This is an optimization exercise on Yosys and OpenROAD, whose aim is small area and a short achievable clock period, not a production implementation.
Function was checked by simulation only, so behaviour that the tests miss may differ from the original.
The flow treats the clock pin as an ideal source, which a real chip does not have.

==> flow/design.v, too long to show whole: its modules and the start of the top module <==
// module c6288: 603 lines
// module mfa: 4 lines
// module mhan: 4 lines
// module fadd: 576 lines
// module g_aoi21: 3 lines
// module g_inv: 3 lines
// module g_nand2: 3 lines
// module g_nor2: 3 lines
// module g_oai21: 3 lines
// module g_or2: 3 lines
// module g_xnor2: 3 lines
// module g_xor2: 3 lines
// module benc: 4 lines
// module bsel: 3 lines
// module bsel0: 3 lines
module c6288 (clk, reset, N1_wire, N18_wire, N35_wire, N52_wire, N69_wire, N86_wire, N103_wire, N120_wire, N137_wire, N154_wire, N171_wire, N188_wire, N205_wire, N222_wire, N239_wire, N256_wire, N273_wire, N290_wire, N307_wire, N324_wire, N341_wire, N358_wire, N375_wire, N392_wire, N409_wire, N426_wire, N443_wire, N460_wire, N477_wire, N494_wire, N511_wire, N528_wire,
  N545, N1581, N1901, N2223, N2548, N2877, N3211, N3552, N3895, N4241, N4591, N4946, N5308, N5672, N5971, N6123, N6150, N6160, N6170, N6180, N6190, N6200, N6210, N6220, N6230, N6240, N6250, N6260, N6270, N6280, N6288, N6287);
  // ...
==> flow/flow/run.sh <==
#!/bin/bash
# Own layout flow: the standard flow (standard.sh) with extra ORFS make
# variables from flow/extra.txt (one VAR=value per line), e.g. a setup margin
# so that repair_timing sizes and buffers the multiplier for a short period
# rather than only for the 14 ns clock. After the standard synthesis every
# combinational cell is set to the smallest size of its footprint
# (flow/downsize.py); the resizer upsizes where timing needs it.
# Each step's full output goes to a log file in the work folder.
set -euo pipefail
mapfile -t EXTRA < <(grep -v '^#' flow/extra.txt | grep .)
bash standard.sh synth > synth.log 2>&1
RES=orfs/results/$FLOW_PLATFORM/c6288/base
python3 flow/downsize.py $FLOW_HOME/platforms/$FLOW_PLATFORM/lib/sky130_fd_sc_hd__tt_025C_1v80.lib $RES/1_2_yosys.v > downsize.log 2>&1
rm -f $RES/1_synth.odb $RES/1_synth.sdc
bash standard.sh finish "${EXTRA[@]}" > layout.log 2>&1
==> flow/flow/downsize.py <==
#!/usr/bin/env python3
"""Give every combinational cell of the synthesized netlist the smallest size
of its footprint (e.g. a22oi_2 -> a22oi_1); the resizer later upsizes only
where timing needs it. Flip-flops, tie cells and dont-use cells are left as
they are. usage: downsize.py LIB NETLIST"""
import re, sys
lib, net = sys.argv[1], sys.argv[2]
txt = open(lib).read()
cells = {}
for m in re.finditer(r'cell \("(\w+)"\)\s*\{', txt):
    body = txt[m.end():m.end() + 4000]
    fp = re.search(r'cell_footprint : "(\w+)"', body)
    ar = re.search(r'area : ([\d.]+)', body)
    if fp and ar:
        cells[m.group(1)] = (fp.group(1), float(ar.group(1)))
skip = re.compile(r'sky130_fd_sc_hd__(df|dl|sdf|edf|conb|tap|fill|decap|diode|clk|probe|lpflow|buf|inv|bufinv)')
best = {}
for c, (fp, ar) in cells.items():
    if skip.match(c):
        continue
    if fp not in best or ar < cells[best[fp]][1]:
        best[fp] = c
src = open(net).read()
n = [0]
def rep(m):
    c = m.group(1)
    if c in cells and not skip.match(c):
        b = best.get(cells[c][0], c)
        if b != c and cells[b][1] < cells[c][1] - 1e-6:
            n[0] += 1
            return b + m.group(2)
    return m.group(0)
out = re.sub(r'\b(sky130_fd_sc_hd__\w+)(\s+\S+\s*\()', rep, src)
open(net, 'w').write(out)
print(f"downsized {n[0]} cells")
==> flow/flow/extra.txt <==
SETUP_SLACK_MARGIN=9
BUFFER_PORTS_ARGS=-buffer_cell sky130_fd_sc_hd__buf_1
==> flow/standard.sh <==
#!/bin/bash
# synth_recipe.tcl (not shown) runs the flow's synth.tcl, then flattens the netlist and writes it again
# the make line also repeats each setting of config.mk as NAME=value (left out here)
make -C /OpenROAD-flow-scripts/flow DESIGN_CONFIG=/design/flow/config.mk WORK_HOME=/design/flow/orfs CLKGATE_MAP_FILE= SYNTH_SCRIPT=/design/flow/synth_recipe.tcl "${@:-finish}"
==> flow/config.mk <==
export PLATFORM = sky130hd
export DESIGN_NAME = c6288
export DESIGN_NICKNAME = c6288
export VERILOG_FILES = /design/flow/design.v
export SDC_FILE = /design/flow/constraint.sdc
export NUM_CORES = 4
export LEC_CHECK = 0
export CAP_MARGIN = 20
export CORE_MARGIN = 2
export CORE_UTILIZATION = 40
export CTS_BUF_LIST = sky130_fd_sc_hd__clkbuf_4 sky130_fd_sc_hd__clkbuf_8
export SLEW_MARGIN = 20
export SYNTH_HIERARCHICAL = 1
==> flow/constraint.sdc <==
create_clock -name core_clock -period 14.0 [get_ports {clk}]
set_input_delay 2.8000 -clock core_clock [delete_from_list [all_inputs] [get_ports {clk}]]
set_output_delay 2.8000 -clock core_clock [all_outputs]
set_load 0.01 [all_outputs]
==> flow_summary.toml, run 1 <==
[placed_design]
post-place-ws_ps = 8920
dpl_cell_area_mm2 = 0.00865
dp_cells = 1159

[die]
die_w_um = 148
rows = 52
taps = 270
io_pins = 66
die_y_um = 148

[cts]
cts_resized = 3
clock_latency_ps = 390
postCtsSetupBuffers = 0
tritoncts.num_buffers = 9
clockBufferDepth = 2

[drt]
wl_mm = 19.6
routedWlPerCell_um = 16.7
route.met3.wl_um = 844
vias_per_cell = 5.20
detail_route.first_pass.iterations = 6

[finish]
largest_register_ffs = 32
multi_input_area_share = 0.696
multiInputGateArea_mm2 = 0.00619
nFlopsAndLatches = 72
clkCellAreaFrac = 0.0235
multi_input_gates = 704

[job]
drv_cap = 0

[critical_path]
critPathLaunchType = "register"
timing.critical_path.max_delay_family = "adder cells"
cp_cell_sequence = "a22oi_1, xor2_1, fa_1, fa_1, fa_1, fa_1, nor2_1, a21oi_1, o21ai_1, a21oi_1, inv_1, a21oi_1, o21ai_1, xor2_1"
slowest_stage = "dfrtp_1"
critPathKind = "reg2reg"

[timing]
finalCriticalPeriod_ps = 4720

[global_routing]
grt_pass1_vias = 6291
met3_usage = 0.0210

[synthesis]
synth_cells = 850

[hold_path]
hold_path_end = "rp[1]"

[run_status]
run_status = "finished clean"
==> run 2: changes to the inputs <==
==> flow/flow/extra.txt (replaced) <==
SETUP_SLACK_MARGIN=9.7
BUFFER_PORTS_ARGS=-buffer_cell sky130_fd_sc_hd__buf_1
==> run 2 against run 1 <==
Net effect:
- sequential share of layout area decreased by 0.95 points
- hold slack got worse by 140 ps
- sequential cell count unchanged
- wire length increased by 10%
- largest cell class unchanged
- highest routed layer unchanged
==> flow_summary.toml, run 2 <==
[run_status]
run_status = "finished clean"

[placed_design]
routabilityCongestion = 0.887
io_buffers = 65
dp_hpwl_mm = 14.9
dp_cells = 1158

[die]
rows = 52
dieArea_mm2 = 0.0219
die_y_um = 148
io_pins = 66
initial_core_util = 0.408
die_w_um = 148
core-area_mm2 = 0.0203

[cts]
tritoncts = "done"
tritoncts.num_buffers = 9
clock_latency_ps = 390
clk_transition_reported_paths_ps = 100
clockBufferDepth = 2
root_buffer = "clkbuf_8"
htreeDepth = 3
cts-hold-fix-buffers = 0
clock-sinks = 72

[critical_path]
rr_worst_depth = 15
r2r-end = "rp[26]"
critPathMaxFanout = 7
timing.critical_path.max_delay_family = "adder cells"
worst-path-buf-inv = 2
r2r_start = "ra[10]"
slowest_stage = "dfrtp_4"
crit_arrival_ps = 4580
r2r_setup_slack_ps = 9710
critPathKind = "reg2reg"
end_kind = "register"
critPathRequiredTime_ps = 14290
critPathLaunchType = "register"
cp_cell_sequence = "buf_4, a22oi_2, xor2_1, fa_2, fa_2, fa_1, fa_1, nand2_1, a21oi_2, o21ai_4, a21oi_2, buf_4, o21ai_1, a21oi_1, xnor2_1"
slowest_delay_ps = 550

[finish]
final_cell_mix = "185 x xor2_1, 96 x fa_1, 96 x a22oi_1, 90 x nand2_1, 65 x buf_1"
final_common_cell = "xor2_1"
reg_top3 = "rp: 32 flops, ra: 16 flops"
top_register = "rp"
area.growth.synth_to_final_pct = 16.9
drive_gt1_frac = 0.204
antennaDiodeCount = 0
final_cells = 1224
layout.nets = 1095
largest_register_ffs = 32

[drt]
detail_route.first_pass.iterations = 6
vias_per_cell = 5.31
first_iter_violations = 436
routedWlPerCell_um = 17.6
postRouteAntennaNets = 0
drc_errors = 0
vias = 6500
wl_mm = 21.6

[timing]
finalCriticalPeriod_ps = 4290
final.period_utilization = 0.306
timing.fmax_ghz = 0.233
setup_tns_ps = 0
tightest_slew_ps = 670
finalHoldViolCount = 0
grt_setup_unrepaired = "yes"
skew_ps = 19.4
slew_viol_final = 0
setup-violations-final = 0
relSlewSlack = 0.554

[global_routing]
antenna_found_initial = 0
grt_overflow = 0
grt_max_degree = 49
track_usage = 0.197
grt_first_pass_wirelength_mm = 33.9
grt_pass1_vias = 6552

[synthesis]
synth_warnings = 7
synth_cells = 850
syn_avg_cell_area_um2 = 9.74
synth_area_mm2 = 0.00828

[job]
drv_cap = 0

[hold_path]
min_path_type = "reg2reg"
min_from = "one[0]"
hold_path_end = "rp[0]"
hold_path_depth = 3
[run 2: how the worst max path moves through the flow]
stage	cells after the start	slack, ps	from	end
floorplan	15	9780	ra[12]	rp[28]
global placement	14	9280	ra[11]	rp[28]
detailed placement	14	9270	ra[10]	rp[30]
CTS	15	9700	ra[8]	rp[19]
global route	16	9570	ra[8]	rp[31]
finish	15	9710	ra[10]	rp[26]
[run 2: tightest hold or removal path, stage by stage, from the launching register on]
cell and delay [ps]:
dfxtp_4 430, nand2_1 100, xor2_1 90, xor2_1 140
[run 2: per-stage QoR]
step / worst slack (ps) / hold slack (ps) / area (um2) / util
2_1_floorplan: 9780 / 877 / 8300 / -
3_3_place_gp: 9280 / 930 / 8650 / 0.426
3_5_place_dp: 9270 / 922 / 8650 / 0.426
4_1_cts: 9700 / 817 / 9050 / 0.446
5_1_grt: 9570 / 825 / 9680 / 0.477
6_report: 9710 / 790 / 9680 / 0.477
[run 2: cell type report]
class / count / area (um2)
Sequential cell: 72 / 1770
Clock buffer: 9 / 124
Tap cell: 270 / 338
Inverter: 42 / 161
Clock inverter: 7 / 86.3
Fill cell: 1943 / 10600
Timing Repair Buffer: 120 / 669
Multi-Input combinational cell: 704 / 6540
[run 2: what timing repair did]
item	CTS	global route
buffers inserted	16	34
pin swaps	1	38
gates resized for setup	35	107
gates cloned	0	0
endpoints found under the setup margin	15	16
[run 2: metal layers]
layer,global-route usage,part of all wire,vias to the layer above
met3,0.0358,0.059,41
met2,0.331,0.49,234
met4,0.0814,0.032,0
met1,0.252,0.42,3213
met5,0,0,-
li1,-,-,3012
==> run 3: changes to the inputs <==
==> flow/flow/extra.txt (replaced) <==
SETUP_SLACK_MARGIN=9.5
BUFFER_PORTS_ARGS=-buffer_cell sky130_fd_sc_hd__buf_1
==> run 3 against run 2 <==
Net effect:
- wire length decreased by 5.0%
- core utilization is 2.2 points lower
- clock skew is 2.6 ps lower
- critical path depth did not move
- synthesized cell count unchanged
- register-to-register slack got worse by 90 ps
- first-iteration DRC count shrank 8.3%
- worst setup slack worse by 87 ps
==> flow_summary.toml, run 3 <==
[run_status]
run_status = "finished clean"

[die]
initial_core_util = 0.408
rows = 52
core-area_mm2 = 0.0203
dieArea_mm2 = 0.0219
die_y_um = 148
io_pins = 66
die_w_um = 148

[drt]
first_iter_violations = 400
detail_route.first_pass.iterations = 6
wl_mm = 20.5
postRouteAntennaNets = 0
vias_per_cell = 5.24
vias = 6259
routedWlPerCell_um = 17.2
drc_errors = 0

[critical_path]
crit_arrival_ps = 4640
cp_cell_sequence = "clkbuf_4, a22oi_2, xor2_1, fa_1, fa_1, fa_1, fa_1, nor2_1, a21oi_2, o21ai_4, a21oi_4, inv_2, a21oi_1, o21ai_2, xor2_1"
crit_top_cell = "fa_1"
slowest_stage = "fa_1"
critPathMaxFanout = 6
slowest_delay_ps = 580
critPathLaunchType = "register"
critPathRequiredTime_ps = 14260
end_kind = "register"
critPathKind = "reg2reg"

[finish]
final_cell_mix = "191 x xor2_1, 112 x a22oi_1, 110 x fa_1, 97 x nand2_1, 65 x buf_1"
top_register = "rp"
layout.nets = 1065
antennaDiodeCount = 0
drive_gt1_frac = 0.129
reg_top3 = "rp: 32 flops, ra: 16 flops"
final_util = 0.455
final_common_cell = "xor2_1"
largest_register_ffs = 32
area.growth.synth_to_final_pct = 11.6

[placed_design]
io_buffers = 65
routabilityCongestion = 0.831
dp_hpwl_mm = 14.5

[synthesis]
synth_warnings = 7
syn_avg_cell_area_um2 = 9.74
synth_cells = 850
synth_area_mm2 = 0.00828

[timing]
timing.fmax_ghz = 0.229
grt_setup_unrepaired = "yes"
final.period_utilization = 0.313
finalCriticalPeriod_ps = 4380
relSlewSlack = 0.484
tightest_slew_ps = 774
setup_tns_ps = 0
slew_viol_final = 0
skew_ps = 16.8
whs_ps = 836
setup-violations-final = 0
finalHoldViolCount = 0

[global_routing]
track_usage = 0.197
grt_overflow = 0
antenna_found_initial = 0
grt_pass1_vias = 6457
grt_first_pass_wirelength_mm = 34.0
grt_max_degree = 49

[cts]
clock-sinks = 72
cts-hold-fix-buffers = 0
clk_transition_reported_paths_ps = 100
htreeDepth = 3
root_buffer = "clkbuf_8"
clock_latency_ps = 380
tritoncts = "done"
clockBufferDepth = 2
tritoncts.num_buffers = 9

[hold_path]
min_path_type = "reg2reg"

[job]
drv_cap = 0
==> run 3: cell types whose count changed in the layout (fill, tap and decap cells not counted), sizes merged <==
cell	previous run	this run
inv	44	45
clkinvlp	2	3
clkbuf	10	12
clkinv	2	0
buf	119	87
==> run 3: worst max-delay path, delay by kind of cell (launching register included) <==
family                   cells  cell delay, ps
buffers and inverters        2             290
flip-flops                   1             540
AND/OR/NAND/NOR              1              90
AO/OA/AOI/OAI                6             890
XOR/XNOR                     2             370
adder cells (fa/ha/maj)      4            2070
==> run 3: timing repair <==
item | in CTS | in global routing
pin swaps | 0 | 10
resized for setup | 36 | 53
buffers inserted | 0 | 19
endpoints found under the setup margin | 16 | 15
==> run 3: routing by layer <==
metal / part of all wire / up-vias / global-route usage
met1: 0.42 / 3056 / 0.256
met4: 0.022 / 0 / 0.0590
met5: 0 / - / 0
li1: - / 2959 / -
met3: 0.054 / 26 / 0.0302
met2: 0.51 / 218 / 0.341
==> run 3: layout make-up <==
class	instances	area [um2]
Clock buffer	9	124
Sequential cell	72	1740
Timing Repair Buffer	90	429
Multi-Input combinational cell	704	6360
Inverter	42	161
Fill cell	1979	11100
Tap cell	270	338
Clock inverter	7	85.1
==> run 3: worst paths after layout <==
| check | to | cells past startpoint | slack, ps | from |
|---|---|---|---|---|
| setup reg to reg | rp[31] | 15 | 9620 | ra[10] |
| min in group asynchronous | rp[12] | 3 | 2560 | reset |
| setup / recovery | rp[31] | 15 | 9620 | ra[10] |
| max in group asynchronous | ra[13] | 3 | 10940 | reset |
| hold / removal | rp[0] | 3 | 840 | one[0] |
| hold reg to reg | rp[0] | 3 | 840 | one[0] |
==> run 3: through the flow <==
| step | cells | instance area [um2] | setup slack, ps |
|---|---|---|---|
| after floorplan | 852 | 8290 | 9630 |
| after global placement | 1159 | 8650 | 9050 |
| after detailed placement | 1159 | 8650 | 8950 |
| after CTS | 1175 | 8910 | 9520 |
| after global routing | 1194 | 9240 | 9460 |
| final | 1194 | 9240 | 9620 |
==> run 4: changes to the inputs <==
==> flow/flow/extra.txt (replaced) <==
SETUP_SLACK_MARGIN=9.4
BUFFER_PORTS_ARGS=-buffer_cell sky130_fd_sc_hd__buf_1
==> run 4 against run 3 <==
Net effect:
- critical path depth shrank 1
- maximum frequency rose by 0.89%
- count of clock-buffer cells in the layout is the same
- sequential share of layout area up 0.44 points
- via count is 2.4% lower
- worst setup slack better by 39 ps
- area after synthesis did not move
- final area fell by 3.2%
- die area unchanged
==> flow_summary.toml, run 4 <==
[die]
core-area_mm2 = 0.0203
dieArea_mm2 = 0.0219
io_pins = 66
die_w_um = 148
die_y_um = 148
initial_core_util = 0.408
rows = 52

[critical_path]
slowest_delay_ps = 590
slowest_stage = "dfrtp_4"
critPathRequiredTime_ps = 14260
crit_arrival_ps = 4590
critPathKind = "reg2reg"
crit_top_cell = "fa_1"
cp_cell_sequence = "a22oi_1, xor2_1, fa_1, fa_1, fa_1, fa_1, nand2_1, a21oi_1, o21ai_1, a21oi_1, o21ai_4, inv_4, o21ai_1, xor2_1"
end_kind = "register"
critPathMaxFanout = 17
critPathLaunchType = "register"

[global_routing]
grt_overflow = 0
antenna_found_initial = 0
track_usage = 0.190
grt_pass1_vias = 6287
grt_max_degree = 49
grt_first_pass_wirelength_mm = 32.7

[placed_design]
dpl_cell_area_mm2 = 0.00865
routabilityCongestion = 0.826
post-place-ws_ps = 8920
dp_hpwl_mm = 14.3
io_buffers = 65

[timing]
setup-violations-final = 0
timing.fmax_ghz = 0.231
fin_ws_ps = 9660
tightest_slew_ps = 808
skew_ps = 17.4
finalCriticalPeriod_ps = 4340
relSlewSlack = 0.461
slew_viol_final = 0
finalHoldViolCount = 0
setup_tns_ps = 0
final.period_utilization = 0.310
grt_setup_unrepaired = "no"

[drt]
routedWlPerCell_um = 16.6
detail_route.first_pass.iterations = 7
vias_per_cell = 5.19
first_iter_violations = 421
drc_errors = 0
vias = 6107
postRouteAntennaNets = 0
wl_mm = 19.5

[cts]
root_buffer = "clkbuf_8"
tritoncts = "done"
clock_latency_ps = 390
clock-sinks = 72
clk_transition_reported_paths_ps = 90
tritoncts.num_buffers = 9
htreeDepth = 3
cts-hold-fix-buffers = 0
clockBufferDepth = 2

[synthesis]
synth_area_mm2 = 0.00828
synth_warnings = 7
syn_avg_cell_area_um2 = 9.74
synth_cells = 850

[job]
drv_cap = 0

[finish]
antennaDiodeCount = 0
layout.nets = 1048
final_common_cell = "xor2_1"
final_area_mm2 = 0.00894
fillers = 2014
final_cell_mix = "191 x xor2_1, 120 x a22oi_1, 112 x fa_1, 99 x nand2_1, 65 x buf_1"
final_util = 0.441
top_register = "rp"
area.growth.synth_to_final_pct = 7.99
largest_register_ffs = 32
reg_top3 = "rp: 32 flops, ra: 16 flops"
drive_gt1_frac = 0.0706

[run_status]
run_status = "finished clean"

[hold_path]
min_path_type = "reg2reg"
[run 4: path summary, 6_finish.rpt]
path                       cells after the start  startpoint  slack, ps  endpoint
min in group asynchronous                      3       reset       2550    rp[12]
hold / removal                                 3      one[0]        830     rp[0]
max in group asynchronous                      3       reset      10940    ra[12]
setup / recovery                              14      ra[12]       9660    rp[19]
hold reg to reg                                3      one[0]        830     rp[0]
setup reg to reg                              14      ra[12]       9660    rp[19]
[run 4: stage by stage]
| stage | std cells | hold WS (ps) |
|---|---|---|
| after floorplan | 852 | 885 |
| after global placement | 1159 | 904 |
| after detailed placement | 1159 | 908 |
| after CTS | 1175 | 823 |
| after global routing | 1177 | 868 |
| final | 1177 | 832 |
[run 4: cell type report]
type | count | area, um2 | share of cell area
inverter | 42 | 160 | 0.0179
clock buffer | 9 | 124 | 0.0139
sequential | 72 | 1730 | 0.193
timing repair buffer | 73 | 304 | 0.0340
clock inverter | 7 | 85.1 | 0.00951
multi-input combinational | 704 | 6210 | 0.694
tap | 270 | 338 | 0.0378
[run 4: what timing repair did]
item                       in CTS  in global routing
setup endpoints to repair      16                 11
resized for setup              33                  9
pin swaps                       0                  1
buffers inserted                0                  2
cloned                          0                  0
[run 4: critical path: cells and delay by family, from the launching register on]
kind            cells  cell delay (ps)
compound gates      6             1090
simple gates        1               80
xor+xnor            2              390
flops               1              590
fa+ha+maj           4             1860
buf+inv             1              170
[run 4: per-layer routing]
layer	part of all wire	global-route usage
met4	0.023	0.0652
met3	0.040	0.0210
met5	0	0
met1	0.43	0.252
met2	0.50	0.324
==> run 5: changes to the inputs <==
--- a/flow/config.mk
+++ b/flow/config.mk
@@ -8,5 +8,5 @@
 export CAP_MARGIN = 20
 export CORE_MARGIN = 2
-export CORE_UTILIZATION = 40
+export CORE_UTILIZATION = 55
 export CTS_BUF_LIST = sky130_fd_sc_hd__clkbuf_4 sky130_fd_sc_hd__clkbuf_8
 export SLEW_MARGIN = 20
==> run 5 against run 4 <==
Net effect:
- still clean on timing, DRC and antenna
- final cell count is 3.9% lower
- wire length up 9.7%
- via count grew 7.8%
- clock skew fell by 7.4 ps
- critical endpoint is now rp[28]
==> flow_summary.toml, run 5 <==
[die]
io_pins = 66
initial_core_util = 0.566
rows = 44
dieArea_mm2 = 0.0161
core-area_mm2 = 0.0146
die_w_um = 127
die_y_um = 127

[global_routing]
track_usage = 0.272
grt_overflow = 0
grt_first_pass_wirelength_mm = 34.0
grt_max_degree = 49
grt_pass1_vias = 6587
antenna_found_initial = 0

[finish]
largest_register_ffs = 32
final_common_cell = "xor2_1"
area.growth.synth_to_final_pct = 12.1
final_util = 0.634
final_cell_mix = "191 x xor2_1, 116 x a22oi_1, 109 x fa_1, 99 x nand2_1, 65 x buf_1"
reg_top3 = "rp: 32 flops, ra: 16 flops"
drive_gt1_frac = 0.130
final_area_mm2 = 0.00928
antennaDiodeCount = 0
top_register = "rp"
layout.nets = 1088

[cts]
root_buffer = "clkbuf_8"
clock_latency_ps = 370
clockBufferDepth = 2
clk_transition_reported_paths_ps = 90
tritoncts = "done"
htreeDepth = 3
clock-sinks = 72
tritoncts.num_buffers = 9

[timing]
finalHoldViolCount = 0
skew_ps = 10.0
whs_ps = 818
relSlewSlack = 0.405
setup_tns_ps = 0
slew_viol_final = 0
tightest_slew_ps = 893
timing.fmax_ghz = 0.226
setup-violations-final = 0
finalCriticalPeriod_ps = 4420
grt_setup_unrepaired = "no"
final.period_utilization = 0.316

[hold_path]
min_from = "one[0]"
min_path_type = "reg2reg"

[critical_path]
slowest_stage = "fa_2"
critPathLaunchType = "register"
setup.worst_path.start = "ra[12]"
critPathKind = "reg2reg"
worst-path-buf-inv = 2
r2r_start = "ra[12]"
critPathMaxFanout = 8
timing.critical_path.max_delay_family = "adder cells"
end_kind = "register"
cp_cell_sequence = "a22oi_2, xor2_1, fa_1, fa_2, fa_1, fa_2, nand2_1, a21oi_1, o21ai_1, a21oi_1, o21ai_2, buf_6, clkinvlp_4, o21ai_1, xor2_1"
crit_arrival_ps = 4670
critPathRequiredTime_ps = 14250
slowest_delay_ps = 580

[drt]
wl_mm = 21.4
vias = 6585
routedWlPerCell_um = 19.0
first_iter_violations = 455
vias_per_cell = 5.82
postRouteAntennaNets = 0
detail_route.first_pass.iterations = 7
drc_errors = 0

[placed_design]
routabilityCongestion = 0.884
dpl_cell_area_mm2 = 0.00856
io_buffers = 65
dp_hpwl_mm = 15.3

[synthesis]
syn_avg_cell_area_um2 = 9.74
synth_area_mm2 = 0.00828
synth_cells = 850
synth_warnings = 7

[job]
drv_cap = 0

[run_status]
run_status = "finished clean"
## run 5: repair_timing
action                                 CTS  global route
setup buffers                            3            37
hold buffers                             0             0
endpoints found under the hold margin    0             0
resized for setup                       35            38
pin swaps                                1             6
setup endpoints to repair               11            11
## run 5: area by class of cell
class | instances | area, um2
multi-input cells | 704 | 6280
clock inverters | 6 | 75.1
repair buffers | 113 | 643
inverters | 42 | 163
clock buffers | 10 | 138
fillers | 1283 | 5360
well taps | 184 | 230
flip-flops and latches | 72 | 1750
## run 5: metal layers
| layer | part of all wire | vias up | global-route usage |
|---|---|---|---|
| li1 | - | 3005 | - |
| met1 | 0.44 | 3293 | 0.379 |
| met2 | 0.46 | 244 | 0.422 |
| met3 | 0.071 | 43 | 0.0586 |
| met4 | 0.024 | 0 | 0.0989 |
| met5 | 0 | - | 0 |
## run 5: tightest hold or removal path, cell delays in order, from the launching register on
cell,delay (ps)
dfxtp_2,420
nand2_1,120
xor2_1,90
xor2_1,160
## run 5: worst paths after layout
kind                            endpoint  cells after the start  slack (ps)
worst min-delay path               rp[0]                      3         820
worst min register to register     rp[0]                      3         820
max in group asynchronous         ra[11]                      2       10810
worst max register to register    rp[28]                     15        9580
min in group asynchronous         rp[18]                      2        2540
worst max-delay path              rp[28]                     15        9580
## run 5: through the flow
step                worst slack [ps]  instances
floorplan                       9400        852
global placement                9070       1075
global route                    9380       1131
finish                          9580       1131
CTS                             9410       1094
detailed placement              8860       1075
==> run 6: changes to the inputs <==
==> flow/flow/run.sh (replaced) <==
#!/bin/bash
# Own layout flow, built on the standard flow (standard.sh):
#  1. the standard synthesis;
#  2. every combinational cell set to the smallest size of its footprint
#     (flow/downsize.py); the resizer upsizes where timing needs it;
#  3. the standard flow up to CTS, with extra ORFS make variables from
#     flow/extra.txt (a setup margin, so that repair_timing works towards a
#     short period rather than only the 14 ns clock; port buffers of buf_1);
#  5. the rest of the standard flow (global route, repair, detailed route).
# Each step's full output goes to a log file of its own in the work folder.
set -euo pipefail
mapfile -t EXTRA < <(grep -v '^#' flow/extra.txt | grep .)
RES=orfs/results/$FLOW_PLATFORM/c6288/base
PLAT=$FLOW_HOME/platforms/$FLOW_PLATFORM
bash standard.sh synth > synth.log 2>&1
python3 flow/downsize.py $PLAT/lib/sky130_fd_sc_hd__tt_025C_1v80.lib $RES/1_2_yosys.v > downsize.log 2>&1
rm -f $RES/1_synth.odb $RES/1_synth.sdc
bash standard.sh cts "${EXTRA[@]}" > place_cts.log 2>&1
RES=$RES SKEW_CELLS="$(cat flow/skew_cells.txt)" LIB=$PLAT/lib/sky130_fd_sc_hd__tt_025C_1v80.lib PLATFORM_DIR=$PLAT \
  openroad -no_init -exit flow/skew.tcl > skew.log 2>&1
bash standard.sh finish "${EXTRA[@]}" > route.log 2>&1
==> flow/flow/extra.txt (replaced) <==
SETUP_SLACK_MARGIN=9.6
BUFFER_PORTS_ARGS=-buffer_cell sky130_fd_sc_hd__buf_1
==> flow/flow/skew.tcl (new file) <==
set res $::env(RES)
set cells $::env(SKEW_CELLS)
read_db $res/4_cts.odb
read_liberty $::env(LIB)
read_sdc $res/4_cts.sdc
source $::env(PLATFORM_DIR)/setRC.tcl
set_propagated_clock [all_clocks]
estimate_parasitics -placement
report_clock_skew
# group rp CLK pins by their clock net
set groups [dict create]
foreach inst [get_cells rp*] {
  set pin [get_pins [get_full_name $inst]/CLK]
  set net [get_full_name [get_nets -of_objects $pin]]
  dict lappend groups $net $pin
}
set block [ord::get_db_block]
set gi 0
foreach net [dict keys $groups] {
  incr gi
  set pins [dict get $groups $net]
  # centroid of the loads
  set sx 0; set sy 0; set n 0
  foreach p $pins {
    set i [sta::sta_to_db_inst [get_cells -of_objects $p]]
    set loc [$i getLocation]
    incr sx [lindex $loc 0]; incr sy [lindex $loc 1]; incr n
  }
  set x [expr {$sx / $n / 1000.0}]; set y [expr {$sy / $n / 1000.0}]
  set curnet $net
  set d 0
  foreach cell $cells {
    incr d
    set bn "rpdly_${gi}_$d"
    insert_buffer -buffer_cell $cell -net $curnet -load_pins $pins -location [list $x $y] -buffer_name $bn -net_name "${bn}_net"
    set curnet [get_full_name [get_nets -of_objects [lindex $pins 0]]]
  }
  puts "net $net: [llength $pins] rp clock pins behind $cells"
}
set_placement_padding -global -left 0 -right 0
detailed_placement
check_placement
estimate_parasitics -placement
report_clock_skew
report_checks -path_delay max -digits 3 -format full_clock_expanded -to [all_outputs]
report_checks -path_delay max -digits 3 -format full_clock_expanded -to [get_pins rp*/D]
report_check_types -max_slew -violators
write_db $res/4_cts.odb
==> flow/flow/skew_cells.txt (new file) <==
sky130_fd_sc_hd__clkbuf_1 sky130_fd_sc_hd__clkbuf_4
--- a/flow/config.mk
+++ b/flow/config.mk
@@ -8,5 +8,5 @@
 export CAP_MARGIN = 20
 export CORE_MARGIN = 2
-export CORE_UTILIZATION = 55
+export CORE_UTILIZATION = 40
 export CTS_BUF_LIST = sky130_fd_sc_hd__clkbuf_4 sky130_fd_sc_hd__clkbuf_8
 export SLEW_MARGIN = 20
==> run 6 against run 5 <==
Net effect:
- critical path type unchanged
- synthesized cell count did not move
- hold slack got worse by 200 ps
- worst setup slack improved by 240 ps
- still clean
- critical endpoint is now rp[19]
- clock skew rose by 230 ps
- first-iteration DRC count fell by 14%
- core utilization fell by 19 points
==> flow_summary.toml, run 6 <==
[timing]
setup_tns_ps = 0
relSlewSlack = 0.473
slew_viol_final = 0
tightest_slew_ps = 790
finalCriticalPeriod_ps = 4180
grt_setup_unrepaired = "no"
setup-violations-final = 0
timing.fmax_ghz = 0.239
finalHoldViolCount = 0
fin_ws_ps = 9820
final.period_utilization = 0.299
skew_ps = 244

[hold_path]
min_from = "one[0]"
hold_path_depth = 3
hold_path_end = "rp[0]"
min_path_type = "reg2reg"

[global_routing]
grt_pass1_vias = 6640
antenna_found_initial = 0
grt_first_pass_wirelength_mm = 34.4
grt_overflow = 0
track_usage = 0.200
grt_max_degree = 49

[critical_path]
end_kind = "register"
critPathKind = "reg2reg"
critPathLaunchType = "register"
r2r_start = "ra[12]"
crit_arrival_ps = 4650
r2r_setup_slack_ps = 9820
critPathRequiredTime_ps = 14470
rr_worst_depth = 14
critPathMaxFanout = 17
r2r-end = "rp[19]"

[drt]
drc_errors = 0
vias_per_cell = 5.22
vias = 6236
detail_route.first_pass.iterations = 5
wl_mm = 20.1
routedWlPerCell_um = 16.9
first_iter_violations = 391
postRouteAntennaNets = 0

[die]
die_w_um = 148
initial_core_util = 0.408
io_pins = 66
die_y_um = 148
core-area_mm2 = 0.0203
dieArea_mm2 = 0.0219
rows = 52

[job]
drv_cap = 0

[cts]
htreeDepth = 3
root_buffer = "clkbuf_8"
tritoncts.num_buffers = 9
tritoncts = "done"
clock-sinks = 72
clockBufferDepth = 2
clock_latency_ps = 600
clk_transition_reported_paths_ps = 90
cts-hold-fix-buffers = 0

[finish]
layout.nets = 1065
final_cell_mix = "191 x xor2_1, 120 x a22oi_1, 112 x fa_1, 99 x nand2_1, 65 x buf_1"
area.growth.synth_to_final_pct = 9.31
reg_top3 = "rp: 32 flops, ra: 16 flops"
final_area_mm2 = 0.00905
drive_gt1_frac = 0.0823
fillers = 2003
top_register = "rp"
antennaDiodeCount = 0
largest_register_ffs = 32
final_common_cell = "xor2_1"

[synthesis]
synth_area_mm2 = 0.00828
syn_avg_cell_area_um2 = 9.74
synth_warnings = 7
synth_cells = 850

[placed_design]
dp_hpwl_mm = 14.5
io_buffers = 65
post-place-ws_ps = 8950
dpl_cell_area_mm2 = 0.00865
routabilityCongestion = 0.831

[run_status]
run_status = "finished clean"
-- run 6: metrics by stage --
step / instances / hold slack [ps] / utilization
after floorplan: 852 / 885 / -
after global placement: 1159 / 901 / 0.426
after detailed placement: 1159 / 895 / 0.426
after CTS: 1184 / 825 / 0.443
after global routing: 1194 / 651 / 0.446
final: 1194 / 617 / 0.446
-- run 6: cell type report --
class / instances / area [um2] / share of cell area
sequential: 72 / 1730 / 0.191
inverter: 42 / 158 / 0.0174
clock inverter: 7 / 85.1 / 0.00940
clock buffer: 19 / 180 / 0.0199
tap: 270 / 338 / 0.0373
multi-input combinational: 704 / 6210 / 0.686
timing repair buffer: 80 / 357 / 0.0394
-- run 6: worst max path at each step --
| stage | startpoint | end | slack, ps | cells past startpoint |
|---|---|---|---|---|
| 2_1_floorplan | neg[0] | rp[28] | 9630 | 14 |
| 3_3_place_gp | neg[3] | rp[31] | 9050 | 13 |
| 3_5_place_dp | neg[3] | rp[30] | 8950 | 13 |
| 4_1_cts | ra[12] | rp[30] | 9630 | 14 |
| 5_1_grt | ra[12] | rp[31] | 9630 | 14 |
| 6_report | ra[12] | rp[19] | 9820 | 14 |
-- run 6: worst max-delay path, cell delays in order, from the launching register on --
cell and delay [ps]:
dfrtp_4 600, a22oi_1 260, xor2_1 210, fa_1 460, fa_1 400, fa_1 460, fa_1 550, nand2_1 80
a21oi_1 270, o21ai_1 110, a21oi_1 230, o21ai_4 170, inv_2 200, o21ai_1 100, xor2_1 160
-- run 6: what timing repair did --
action / in CTS / in global routing
resized for setup: 39 / 2
pin swaps: 1 / 0
buffers inserted: 9 / 0
setup endpoints to repair: 16 / 7
-- run 6: metal layers --
layer  track usage  routed length (um)  share of wire
met1         0.257                8350           0.41
met2         0.338                9960           0.49
met3        0.0373                1250          0.062
met4        0.0705                 569          0.028
met5             0                   0              0
==> run 7: changes to the inputs <==
==> flow/flow/extra.txt (replaced) <==
SETUP_SLACK_MARGIN=9.4
BUFFER_PORTS_ARGS=-buffer_cell sky130_fd_sc_hd__buf_1
==> run 7 against run 6 <==
Net effect:
- count of clock-buffer cells in the layout unchanged
- hold slack worse by 3.2 ps
- sequential cell count unchanged
- register-to-register slack got worse by 110 ps
==> flow_summary.toml, run 7 <==
[run_status]
run_status = "finished clean"

[cts]
clock_latency_ps = 620
tritoncts.num_buffers = 9
tritoncts = "done"
postCtsSetupBuffers = 0
htreeDepth = 3
clk_transition_reported_paths_ps = 90
cts-hold-fix-buffers = 0
clockBufferDepth = 2
clock-sinks = 72
root_buffer = "clkbuf_8"

[timing]
finalHoldViolCount = 0
setup-violations-final = 0
setup_tns_ps = 0
timing.fmax_ghz = 0.233
skew_ps = 255
relSlewSlack = 0.528
final.period_utilization = 0.307
finalCriticalPeriod_ps = 4290
tightest_slew_ps = 707
grt_setup_unrepaired = "no"
slew_viol_final = 0
whs_ps = 613

[drt]
routedWlPerCell_um = 16.6
postRouteAntennaNets = 0
drc_errors = 0
vias = 6133
wl_mm = 19.6
vias_per_cell = 5.18
detail_route.first_pass.iterations = 5
first_iter_violations = 414

[die]
rows = 52
dieArea_mm2 = 0.0219
io_pins = 66
die_y_um = 148
initial_core_util = 0.408
die_w_um = 148
core-area_mm2 = 0.0203

[finish]
area.growth.synth_to_final_pct = 8.25
antennaDiodeCount = 0
final_cell_mix = "191 x xor2_1, 120 x a22oi_1, 112 x fa_1, 99 x nand2_1, 65 x buf_1"
largest_register_ffs = 32
final_common_cell = "xor2_1"
multiInputGateArea_mm2 = 0.00619
seqCellArea_mm2 = 0.00172
layout.nets = 1056
final_util = 0.442
drive_gt1_frac = 0.0699
reg_top3 = "rp: 32 flops, ra: 16 flops"
fillers = 2019
final_area_mm2 = 0.00896
top_register = "rp"

[job]
drv_cap = 0

[placed_design]
routabilityCongestion = 0.826
dpl_cell_area_mm2 = 0.00865
io_buffers = 65
dp_hpwl_mm = 14.3

[synthesis]
synth_area_mm2 = 0.00828
syn_avg_cell_area_um2 = 9.74
synth_warnings = 7
synth_cells = 850

[global_routing]
grt_first_pass_wirelength_mm = 32.8
antenna_found_initial = 0
grt_max_degree = 49
track_usage = 0.191
grt_overflow = 0
grt_pass1_vias = 6356

[critical_path]
critPathMaxFanout = 17
critPathKind = "reg2reg"
critPathLaunchType = "register"
end_kind = "register"
r2r_setup_slack_ps = 9710
crit_arrival_ps = 4810
critPathRequiredTime_ps = 14520

[hold_path]
min_path_type = "reg2reg"
-- run 7: critical path, stage by stage (launching register included) --
cell     delay [ps]
dfrtp_2         560
a22oi_1         260
xor2_1          230
fa_1            460
fa_1            400
fa_1            510
fa_1            450
nand2_1         100
nand2_1         100
nor2_1          160
nand2_1          80
o21ai_2         430
inv_1           280
o21ai_1         240
xor2_1          150
-- run 7: layout make-up --
type / instances / area share
multi-input combinational: 704 / 0.691
sequential: 72 / 0.192
tap: 270 / 0.0377
timing repair buffer: 71 / 0.0322
clock buffer: 19 / 0.0201
inverter: 42 / 0.0176
clock inverter: 7 / 0.00949
-- run 7: layer usage --
layer / part of all wire / up-vias / GRT usage / routed length (um)
met5: 0 / - / 0 / 0
met4: 0.025 / 0 / 0.0729 / 489
met3: 0.053 / 34 / 0.0256 / 1030
met2: 0.49 / 191 / 0.321 / 9700
met1: 0.43 / 2972 / 0.252 / 8400
li1: - / 2936 / - / -
-- run 7: path summary, 6_finish.rpt --
path	startpoint	endpoint	cells past startpoint
max	ra[12]	rp[19]	14
min	one[0]	rp[0]	3
min in group asynchronous	reset	rp[12]	3
max in group asynchronous	reset	ra[2]	3
max reg2reg	ra[12]	rp[19]	14
min reg2reg	one[0]	rp[0]	3
-- run 7: per-stage QoR --
step,worst slack (ps),cells
6_report,9710,1185
5_1_grt,9430,1185
4_1_cts,9410,1175
3_5_place_dp,8920,1159
3_3_place_gp,9030,1159
2_1_floorplan,9400,852
-- run 7: what timing repair did --
action,in CTS,in global routing
gates resized for setup,33,3
endpoints found under the setup margin,16,4
pin swaps,0,0
==> run 8: changes to the inputs <==
==> flow/flow/extra.txt (replaced) <==
SETUP_SLACK_MARGIN=9.6
BUFFER_PORTS_ARGS=-buffer_cell sky130_fd_sc_hd__buf_1
==> flow/flow/skew_cells.txt (replaced) <==
sky130_fd_sc_hd__clkbuf_1 sky130_fd_sc_hd__clkbuf_1 sky130_fd_sc_hd__clkbuf_4
==> run 8 against run 7 <==
Net effect:
- sequential share of layout area decreased by 0.16 points
- worst setup slack improved by 200 ps
- maximum frequency increased by 4.8%
- still clean on timing, DRC and antenna
- first-iteration DRC count decreased by 2.2%
- final cell count increased by 1.2%
==> flow_summary.toml, run 8 <==
[critical_path]
r2r-end = "rp[30]"
r2r_start = "ra[12]"
crit_arrival_ps = 4660
end_kind = "register"
setup.worst_path.start = "ra[12]"
critPathKind = "reg2reg"
r2r_setup_slack_ps = 9900
critPathLaunchType = "register"
critPathMaxFanout = 17
critPathRequiredTime_ps = 14560
rr_worst_depth = 14
crit_end = "rp[30]"

[die]
core-area_mm2 = 0.0203
initial_core_util = 0.408
die_y_um = 148
io_pins = 66
dieArea_mm2 = 0.0219
rows = 52
die_w_um = 148

[run_status]
run_status = "finished clean"

[drt]
routedWlPerCell_um = 16.8
first_iter_violations = 405
detail_route.first_pass.iterations = 5
drc_errors = 0
wl_mm = 20.2
postRouteAntennaNets = 0
vias = 6245
vias_per_cell = 5.21

[global_routing]
grt_first_pass_wirelength_mm = 34.5
track_usage = 0.200
grt_max_degree = 49
grt_overflow = 0
antenna_found_initial = 0
grt_pass1_vias = 6702

[finish]
multiInputGateArea_mm2 = 0.00620
area.growth.synth_to_final_pct = 9.49
final_common_cell = "xor2_1"
antennaDiodeCount = 0
reg_top3 = "rp: 32 flops, ra: 16 flops"
fillers = 2008
drive_gt1_frac = 0.0807
seqCellArea_mm2 = 0.00173
largest_register_ffs = 32
top_register = "rp"
final_cell_mix = "191 x xor2_1, 120 x a22oi_1, 112 x fa_1, 99 x nand2_1, 65 x buf_1"
final_cells = 1199
layout.nets = 1070

[synthesis]
synth_cells = 850
syn_avg_cell_area_um2 = 9.74
synth_warnings = 7
synth_area_mm2 = 0.00828

[timing]
finalCriticalPeriod_ps = 4100
fin_ws_ps = 9900
relSlewSlack = 0.473
setup-violations-final = 0
slew_viol_final = 0
setup_tns_ps = 0
finalHoldViolCount = 0
final.period_utilization = 0.293
grt_setup_unrepaired = "no"
tightest_slew_ps = 790
skew_ps = 321
timing.fmax_ghz = 0.244

[placed_design]
dp_cells = 1159
dp_hpwl_mm = 14.5
post-place-ws_ps = 8950
io_buffers = 65
routabilityCongestion = 0.831

[hold_path]
min_from = "one[0]"
min_path_type = "reg2reg"

[cts]
clock_latency_ps = 680
tritoncts.num_buffers = 9
clk_transition_reported_paths_ps = 90
tritoncts = "done"
clockBufferDepth = 2
clock-sinks = 72
root_buffer = "clkbuf_8"
htreeDepth = 3

[job]
drv_cap = 0
[run 8: cell count changes in the layout (fill, tap and decap cells not counted), sizes merged]
cell,previous run,this run
buf,71,80
clkbuf,19,24
[run 8: worst min-delay path by stage]
stage	cells after the start	endpoint	slack [ps]
after floorplan	4	rp[0]	880
after global placement	3	rp[1]	900
after detailed placement	3	rp[1]	900
after CTS	3	rp[0]	830
after global routing	3	rp[0]	530
final	3	rp[0]	530
[run 8: through the flow]
step	cell area [um2]	hold WS (ps)	utilization
2_1_floorplan	8290	885	-
3_3_place_gp	8650	901	0.426
3_5_place_dp	8650	895	0.426
4_1_cts	8990	825	0.443
5_1_grt	9070	534	0.447
6_report	9070	528	0.447
[run 8: layer usage]
metal	up-vias	share of wire	track usage	wire [um]
li1	2962	-	-	-
met1	3012	0.42	0.257	8480
met2	226	0.49	0.339	9910
met3	45	0.061	0.0377	1230
met4	0	0.027	0.0733	546
met5	-	0	0	0
[run 8: what timing repair did]
item / CTS / global route
resized for setup: 39 / 1
pin swaps: 1 / 0
buffers inserted: 9 / 0
endpoints found under the setup margin: 16 / 3
hold buffers: 0 / 0
[run 8: cell type report]
type | count | area share
Clock buffer | 24 | 0.0219
Sequential cell | 72 | 0.191
Inverter | 42 | 0.0174
Tap cell | 270 | 0.0373
Timing Repair Buffer | 80 | 0.0393
Clock inverter | 7 | 0.00938
Multi-Input combinational cell | 704 | 0.684
[run 8: critical path, stage by stage, from the launching register on]
cell     delay [ps]
dfrtp_4         600
a22oi_1         260
xor2_1          210
fa_1            460
fa_1            400
fa_1            460
fa_1            550
nand2_1          80
a21oi_1         270
o21ai_1         110
a21oi_1         230
o21ai_4         170
inv_2           200
o21ai_1         110
xor2_1          160
==> run 9: changes to the inputs <==
==> flow/flow/extra.txt (replaced) <==
SETUP_SLACK_MARGIN=10.1
BUFFER_PORTS_ARGS=-buffer_cell sky130_fd_sc_hd__buf_1
==> run 9 against run 8 <==
Net effect:
- critical endpoint is now N6170
- worst setup slack better by 99 ps
- sequential cell count unchanged
- core utilization up 5.2 points
- final cell count up 4.1%
- register-to-register slack better by 140 ps
- final area up 12%
- global-route usage up 1.2 points
==> flow_summary.toml, run 9 <==
[hold_path]
hold_path_depth = 3
min_from = "one[0]"
min_path_type = "reg2reg"
hold_path_end = "rp[0]"

[cts]
cts-hold-fix-buffers = 0
clock_latency_ps = 710
tritoncts.num_buffers = 9
clk_transition_reported_paths_ps = 90
root_buffer = "clkbuf_8"
htreeDepth = 3
clock-sinks = 72
tritoncts = "done"
clockBufferDepth = 2

[die]
core-area_mm2 = 0.0203
die_y_um = 148
io_pins = 66
initial_core_util = 0.408
rows = 52
dieArea_mm2 = 0.0219
die_w_um = 148

[critical_path]
slowest_stage = "dfrtp_1"
setup.worst_path.start = "rp[18]"
critPathLaunchType = "register"
r2r_start = "ra[12]"
cp_cell_sequence = "clkbuf_2"
r2r_setup_slack_ps = 10040
r2r-end = "rp[31]"
end_kind = "primary output"
timing.critical_path.max_delay_family = "flip-flops"
worst-path-buf-inv = 1
crit_arrival_ps = 1200
slowest_delay_ps = 370
rr_worst_depth = 15
critPathRequiredTime_ps = 11200
critPathMaxFanout = 1
critPathKind = "reg2out"

[timing]
skew_ps = 347
grt_setup_unrepaired = "yes"
final.period_utilization = 0.286
relSlewSlack = 0.495
slew_viol_final = 0
tightest_slew_ps = 757
finalHoldViolCount = 0
fin_ws_ps = 10000
timing.fmax_ghz = 0.250
setup_tns_ps = 0
finalCriticalPeriod_ps = 4000
setup-violations-final = 0

[synthesis]
synth_warnings = 7
synth_cells = 850
synth_area_mm2 = 0.00828
syn_avg_cell_area_um2 = 9.74

[run_status]
run_status = "finished clean"

[finish]
layout.nets = 1119
final_cell_mix = "181 x xor2_1, 96 x a22oi_1, 87 x fa_1, 83 x nand2_1, 46 x buf_4"
antennaDiodeCount = 0
area.growth.synth_to_final_pct = 22.1
largest_register_ffs = 32
top_register = "rp"
seqCellArea_mm2 = 0.00178
final_common_cell = "xor2_1"
drive_gt1_frac = 0.281
fillers = 1899
reg_top3 = "rp: 32 flops, ra: 16 flops"
multiInputGateArea_mm2 = 0.00672

[placed_design]
post-place-ws_ps = 9560
io_buffers = 65
dp_hpwl_mm = 14.6
routabilityCongestion = 0.856

[drt]
drc_errors = 0
routedWlPerCell_um = 18.1
wl_mm = 22.6
postRouteAntennaNets = 0
first_iter_violations = 452
vias = 6596
vias_per_cell = 5.29
detail_route.first_pass.iterations = 5

[global_routing]
grt_max_degree = 49
grt_pass1_vias = 6879
grt_overflow = 0
grt_first_pass_wirelength_mm = 36.2
track_usage = 0.212
antenna_found_initial = 0

[job]
drv_cap = 0
-- run 9: layer usage --
layer  part of all wire  global-route usage  routed length (um)
met2               0.49               0.352               11100
met1               0.41               0.276                9290
met4              0.034              0.0933                 765
met5                  0                   0                   0
met3              0.064              0.0321                1450
-- run 9: worst max-delay path by stage --
stage,to,slack [ps],depth (start not counted)
floorplan,rp[28],10010,15
global placement,rp[18],9610,14
detailed placement,rp[18],9560,14
CTS,rp[31],9790,15
global route,N4591,9880,1
finish,N6170,10000,1
-- run 9: layout make-up --
| type | instances | share of cell area |
|---|---|---|
| flip-flops and latches | 72 | 0.176 |
| clock inverters | 6 | 0.00730 |
| repair buffers | 129 | 0.0823 |
| well taps | 270 | 0.0334 |
| clock buffers | 25 | 0.0210 |
| inverters | 42 | 0.0165 |
| multi-input cells | 704 | 0.664 |
-- run 9: tightest hold or removal path, stage by stage (launching register included) --
cell	delay, ps
dfxtp_4	430
nand2_1	100
xor2_1	100
xor2_1	150
-- run 9: what timing repair did --
action | in CTS | in global routing
hold endpoints to repair | 0 | 0
gates resized for setup | 72 | 113
setup buffers | 37 | 26
pin swaps | 48 | 51
setup endpoints to repair | 16 | 47
-- run 9: per-stage QoR --
step	hold slack [ps]	util	instances	cell area (um2)
floorplan	812	-	852	8410
global placement	813	0.430	1154	8730
detailed placement	823	0.430	1154	8730
CTS	849	0.465	1207	9440
global route	525	0.498	1248	10100
finish	532	0.498	1248	10100
==> run 10: changes to the inputs <==
==> flow/flow/extra.txt (replaced) <==
SETUP_SLACK_MARGIN=9.8
BUFFER_PORTS_ARGS=-buffer_cell sky130_fd_sc_hd__buf_1
==> run 10 against run 9 <==
Net effect:
- non-clock buffer count down 43
- register-to-register slack gained 20 ps
- critical path depth stayed put
- wire length decreased by 9.8%
- hold slack lost 9.8 ps
- worst setup slack improved by 7.3 ps
- global-route usage down 1.2 points
- critical path type unchanged
==> flow_summary.toml, run 10 <==
[synthesis]
syn_avg_cell_area_um2 = 9.74
synth_cells = 850
synth_area_mm2 = 0.00828
synth_warnings = 7

[timing]
slew_viol_final = 0
tightest_slew_ps = 648
finalHoldViolCount = 0
finalCriticalPeriod_ps = 3990
final.period_utilization = 0.285
relSlewSlack = 0.568
timing.fmax_ghz = 0.251
skew_ps = 325
setup_tns_ps = 0
setup-violations-final = 0
fin_ws_ps = 10010
grt_setup_unrepaired = "no"

[critical_path]
slowest_stage = "dfrtp_1"
timing.critical_path.max_delay_family = "flip-flops"
critPathKind = "reg2out"
crit_arrival_ps = 1190
slowest_delay_ps = 370
end_kind = "primary output"
critPathMaxFanout = 1
critPathRequiredTime_ps = 11200
cp_cell_sequence = "buf_1"
critPathLaunchType = "register"
worst-path-buf-inv = 1

[finish]
multiInputGateArea_mm2 = 0.00623
layout.nets = 1076
final_cells = 1205
top_register = "rp"
final_cell_mix = "191 x xor2_1, 120 x a22oi_1, 110 x fa_1, 99 x nand2_1, 65 x buf_1"
reg_top3 = "rp: 32 flops, ra: 16 flops"
fillers = 2032
area.growth.synth_to_final_pct = 10.7
largest_register_ffs = 32
drive_gt1_frac = 0.101
seqCellArea_mm2 = 0.00175
final_common_cell = "xor2_1"
antennaDiodeCount = 0

[drt]
postRouteAntennaNets = 0
detail_route.first_pass.iterations = 5
vias = 6263
vias_per_cell = 5.20
wl_mm = 20.3
drc_errors = 0
routedWlPerCell_um = 16.9
first_iter_violations = 474

[hold_path]
min_path_type = "reg2reg"

[die]
initial_core_util = 0.408
dieArea_mm2 = 0.0219
io_pins = 66
die_y_um = 148
rows = 52
die_w_um = 148
core-area_mm2 = 0.0203

[cts]
htreeDepth = 3
tritoncts = "done"
root_buffer = "clkbuf_8"
tritoncts.num_buffers = 9
clk_transition_reported_paths_ps = 80
clock-sinks = 72
clock_latency_ps = 690
clockBufferDepth = 2

[placed_design]
post-place-ws_ps = 9290
dp_cells = 1155
io_buffers = 65
routabilityCongestion = 0.882
dp_hpwl_mm = 14.4

[global_routing]
grt_max_degree = 49
grt_pass1_vias = 6719
track_usage = 0.199
antenna_found_initial = 0
grt_first_pass_wirelength_mm = 34.4
grt_overflow = 0

[run_status]
run_status = "finished clean"

[job]
drv_cap = 0
==> run 10: metal layers <==
| metal | global-route usage | part of all wire |
|---|---|---|
| met1 | 0.261 | 0.43 |
| met2 | 0.327 | 0.49 |
| met3 | 0.0358 | 0.058 |
| met4 | 0.0843 | 0.029 |
| met5 | 0 | 0 |
==> run 10: layout make-up <==
class,instances,area share
clock buffer,24,0.0217
timing repair buffer,86,0.0440
clock inverter,7,0.00942
inverter,42,0.0172
sequential,72,0.191
tap,270,0.0369
multi-input combinational,704,0.680
==> run 10: timing repair <==
item | 4_1_cts | 5_1_grt
resized for setup | 50 | 0
setup buffers | 19 | 0
endpoints found under the setup margin | 16 | 0
hold buffers | 0 | 0
==> run 10: stage by stage <==
stage	hold slack, ps	util	cell area, um2
after global placement	918	0.426	8640
after floorplan	877	-	8310
after detailed placement	919	0.426	8640
final	522	0.451	9160
after global routing	506	0.451	9160
after CTS	824	0.448	9090
==> run 10: final timing paths <==
check,from,end,slack (ps),cells after the start
setup / recovery,rp[16],N6150,10010,1
hold / removal,one[0],rp[0],520,3
setup reg to reg,ra[14],rp[26],10060,15
hold reg to reg,one[0],rp[0],520,3
max in group asynchronous,reset,ra[10],10950,3
min in group asynchronous,reset,rp[16],2250,3
==> run 11: changes to the inputs <==
--- a/flow/flow/run.sh
+++ b/flow/flow/run.sh
@@ -17,5 +17,5 @@
 rm -f $RES/1_synth.odb $RES/1_synth.sdc
 bash standard.sh cts "${EXTRA[@]}" > place_cts.log 2>&1
-RES=$RES SKEW_CELLS="$(cat flow/skew_cells.txt)" LIB=$PLAT/lib/sky130_fd_sc_hd__tt_025C_1v80.lib PLATFORM_DIR=$PLAT \
+RES=$RES SKEW_CELLS="$(cat flow/skew_cells.txt)" LAUNCH_GROUPS=$(cat flow/launch_groups.txt) LAUNCH_CELL=sky130_fd_sc_hd__clkbuf_16 LIB=$PLAT/lib/sky130_fd_sc_hd__tt_025C_1v80.lib PLATFORM_DIR=$PLAT \
   openroad -no_init -exit flow/skew.tcl > skew.log 2>&1
 bash standard.sh finish "${EXTRA[@]}" > route.log 2>&1
==> flow/flow/extra.txt (replaced) <==
SETUP_SLACK_MARGIN=10.1
BUFFER_PORTS_ARGS=-buffer_cell sky130_fd_sc_hd__buf_1
==> flow/flow/launch_groups.txt (new file) <==
2
--- a/flow/flow/skew.tcl
+++ b/flow/flow/skew.tcl
@@ -8,4 +8,26 @@
 estimate_parasitics -placement
 report_clock_skew
+set block [ord::get_db_block]
+set ng $::env(LAUNCH_GROUPS)
+if {$ng > 0} {
+  set lst {}
+  foreach inst [get_cells {ra* one* two* neg*}] {
+    set p [get_pins [get_full_name $inst]/CLK]
+    set loc [[sta::sta_to_db_inst $inst] getLocation]
+    lappend lst [list [lindex $loc 0] [lindex $loc 1] $p]
+  }
+  set lst [lsort -integer -index 0 $lst]
+  set per [expr {([llength $lst] + $ng - 1) / $ng}]
+  for {set g 0} {$g < $ng} {incr g} {
+    set sub [lrange $lst [expr {$g*$per}] [expr {$g*$per + $per - 1}]]
+    set sx 0; set sy 0; set gp {}
+    foreach e $sub { incr sx [lindex $e 0]; incr sy [lindex $e 1]; lappend gp [lindex $e 2] }
+    set n [llength $sub]
+    insert_buffer -buffer_cell $::env(LAUNCH_CELL) -net clk -load_pins $gp \
+      -location [list [expr {$sx/$n/1000.0}] [expr {$sy/$n/1000.0}]] \
+      -buffer_name launch_clkbuf_$g -net_name launch_clk_$g -load_pins_on_diff_nets
+    puts "launch group $g: $n clock pins"
+  }
+}
 # group rp CLK pins by their clock net
 set groups [dict create]
@@ -38,4 +60,22 @@
   puts "net $net: [llength $pins] rp clock pins behind $cells"
 }
+# remove clock buffers left without loads
+set changed 1
+while {$changed} {
+  set changed 0
+  foreach inst [$block getInsts] {
+    if {![string match "*clkbuf*" [[$inst getMaster] getName]]} continue
+    set out [$inst findITerm X]
+    if {$out eq "NULL"} continue
+    set net [$out getNet]
+    if {$net eq "NULL" || [llength [$net getITerms]] <= 1} {
+      puts "remove [$inst getName]"
+      odb::dbInst_destroy $inst
+      if {$net ne "NULL"} { odb::dbNet_destroy $net }
+      set changed 1
+      break
+    }
+  }
+}
 set_placement_padding -global -left 0 -right 0
 detailed_placement
@@ -46,3 +86,5 @@
 report_checks -path_delay max -digits 3 -format full_clock_expanded -to [get_pins rp*/D]
 report_check_types -max_slew -violators
+report_clock_latency
+foreach p [get_pins -hierarchical */CLK] { if {[get_property $p slew_max] > 0.11} { puts "slow clock pin [get_full_name $p] [get_property $p slew_max]" } }
 write_db $res/4_cts.odb
==> flow/flow/skew_cells.txt (replaced) <==
sky130_fd_sc_hd__clkbuf_1 sky130_fd_sc_hd__clkbuf_4
==> run 11 against run 10 <==
Net effect:
- still clean on timing, DRC and antenna
- first-iteration DRC count grew 1.5%
- count of clock-buffer cells in the layout decreased by 5
- core utilization grew 2.7 points
- area after synthesis did not move
- critical endpoint is now N6270
- largest cell class unchanged
==> flow_summary.toml, run 11 <==
[finish]
largest_register_ffs = 32
final_common_cell = "xor2_1"
reg_top3 = "rp: 32 flops, ra: 16 flops"
final_cell_mix = "187 x xor2_1, 103 x a22oi_1, 96 x fa_1, 92 x nand2_1, 40 x buf_4"
layout.nets = 1097
fillers = 1944
drive_gt1_frac = 0.219
final_area_mm2 = 0.00970
top_register = "rp"
antennaDiodeCount = 0
area.growth.synth_to_final_pct = 17.2

[global_routing]
antenna_found_initial = 0
grt_max_degree = 49
grt_overflow = 0
grt_pass1_vias = 6873
track_usage = 0.215
grt_first_pass_wirelength_mm = 35.8

[timing]
skew_ps = 442
finalHoldViolCount = 0
tightest_slew_ps = 756
timing.fmax_ghz = 0.257
finalCriticalPeriod_ps = 3890
setup_tns_ps = 0
final.period_utilization = 0.278
relSlewSlack = 0.496
setup-violations-final = 0
slew_viol_final = 0
grt_setup_unrepaired = "yes"

[drt]
postRouteAntennaNets = 0
vias = 6548
detail_route.first_pass.iterations = 6
drc_errors = 0
first_iter_violations = 481
vias_per_cell = 5.35
routedWlPerCell_um = 17.8
wl_mm = 21.8

[cts]
cts-hold-fix-buffers = 0
clockBufferDepth = 2
htreeDepth = 3
clk_transition_reported_paths_ps = 100
tritoncts.num_buffers = 9
clock-sinks = 72
clock_latency_ps = 580
root_buffer = "clkbuf_8"
tritoncts = "done"

[critical_path]
worst-path-buf-inv = 1
critPathMaxFanout = 1
crit_arrival_ps = 1090
critPathLaunchType = "register"
critPathRequiredTime_ps = 11200
slowest_stage = "dfrtp_1"
end_kind = "primary output"
cp_cell_sequence = "clkbuf_2"
critPathKind = "reg2out"
slowest_delay_ps = 380
timing.critical_path.max_delay_family = "flip-flops"

[hold_path]
min_path_type = "reg2reg"

[die]
die_y_um = 148
rows = 52
core-area_mm2 = 0.0203
io_pins = 66
die_w_um = 148
initial_core_util = 0.408
dieArea_mm2 = 0.0219

[synthesis]
synth_cells = 850
synth_area_mm2 = 0.00828
synth_warnings = 7
syn_avg_cell_area_um2 = 9.74

[placed_design]
io_buffers = 65
dp_hpwl_mm = 14.6
routabilityCongestion = 0.856
dpl_cell_area_mm2 = 0.00873

[run_status]
run_status = "finished clean"

[job]
drv_cap = 0
run 11: path summary, 6_finish.rpt:
kind	cells past startpoint	to	slack, ps	start
hold / removal	3	rp[0]	430	one[0]
setup / recovery	1	N6270	10110	rp[28]
min in group asynchronous	3	rp[23]	2390	reset
setup reg to reg	15	rp[18]	10250	ra[8]
max in group asynchronous	3	ra[11]	10660	reset
hold reg to reg	3	rp[0]	430	one[0]
run 11: area by class of cell:
cell class | count | area [um2] | area share
multi-input combinational | 704 | 6480 | 0.668
clock inverter | 6 | 73.8 | 0.00761
tap | 270 | 338 | 0.0348
clock buffer | 19 | 203 | 0.0209
inverter | 42 | 164 | 0.0169
sequential | 72 | 1770 | 0.183
timing repair buffer | 112 | 673 | 0.0694
run 11: per-layer routing:
| metal | vias to the layer above | part of all wire | global-route usage |
|---|---|---|---|
| met3 | 44 | 0.069 | 0.0343 |
| met2 | 245 | 0.49 | 0.361 |
| met4 | 0 | 0.024 | 0.0805 |
| li1 | 3021 | - | - |
| met1 | 3238 | 0.41 | 0.280 |
| met5 | - | 0 | 0 |
run 11: repair_timing:
action,in CTS,in global routing
gates resized for setup,72,49
pin swaps,48,17
setup buffers,37,9
setup endpoints to repair,16,38
run 11: metrics by stage:
stage          std cells  worst slack (ps)   util  hold slack [ps]
6_report            1225             10110  0.478              430
3_5_place_dp        1154              9560  0.430              823
2_1_floorplan        852             10010      -              812
5_1_grt             1225             10040  0.478              443
3_3_place_gp        1154              9610  0.430              813
4_1_cts             1207              9790  0.465              849
run 11: tightest hold or removal path, stage by stage (launching register included):
cell,delay [ps]
dfxtp_4,420
nand2_1,100
xor2_1,100
xor2_1,150

-- port drivers added, routing unchanged --
The flow's constraints put no driver on any port. The routed layouts listed below were extracted and timed again, unchanged, in two steps. Step 1 assumes that a clkbuf_16 drives the clock port and a buf_2 every other input. Step 2, shift: input delay + t, output delay - t, t = (earliest + latest rising clock arrival at the registers) / 2. This alone moves slack from input paths to output paths. Slacks: ideal / step 1 / step 2; pairs: ideal / step 1.
run	t (ns)	slack for setup (ns)	hold WS [ns]	latest minus earliest clock arrival (ns)	slew at the worst register clock pin (ns)	pins driven straight from the clock port
run 1	0.420	9.283 / 9.283 / 9.283	0.927 / 0.927 / 0.927	0.017 / 0.017	0.10 / 0.10	1
run 2	0.418	9.712 / 9.712 / 9.712	0.790 / 0.790 / 0.790	0.019 / 0.019	0.11 / 0.11	1
run 3	0.413	9.624 / 9.624 / 9.624	0.836 / 0.836 / 0.836	0.018 / 0.018	0.10 / 0.10	1
run 4	0.419	9.663 / 9.663 / 9.663	0.832 / 0.832 / 0.832	0.018 / 0.017	0.10 / 0.10	1
run 5	0.406	9.580 / 9.580 / 9.580	0.818 / 0.818 / 0.818	0.010 / 0.010	0.09 / 0.09	1
run 6	0.523	9.818 / 9.818 / 9.818	0.617 / 0.617 / 0.617	0.244 / 0.244	0.10 / 0.10	1
run 7	0.531	9.707 / 9.707 / 9.707	0.613 / 0.613 / 0.613	0.255 / 0.254	0.11 / 0.11	1
run 8	0.562	9.903 / 9.903 / 9.903	0.528 / 0.528 / 0.528	0.321 / 0.321	0.10 / 0.10	1
run 9	0.579	10.001 / 9.957 / 10.040	0.532 / 0.532 / 0.532	0.347 / 0.347	0.10 / 0.10	1
run 10	0.562	10.009 / 9.974 / 10.064	0.522 / 0.522 / 0.522	0.325 / 0.324	0.11 / 0.11	1
run 11	0.430	10.111 / 10.042 / 10.249	0.430 / 0.430 / 0.430	0.441 / 0.442	0.10 / 0.10	3
Clock arrivals are far apart in run 8, run 9, run 10 and run 11, so t is only a midpoint there and step 2 fits no single register.
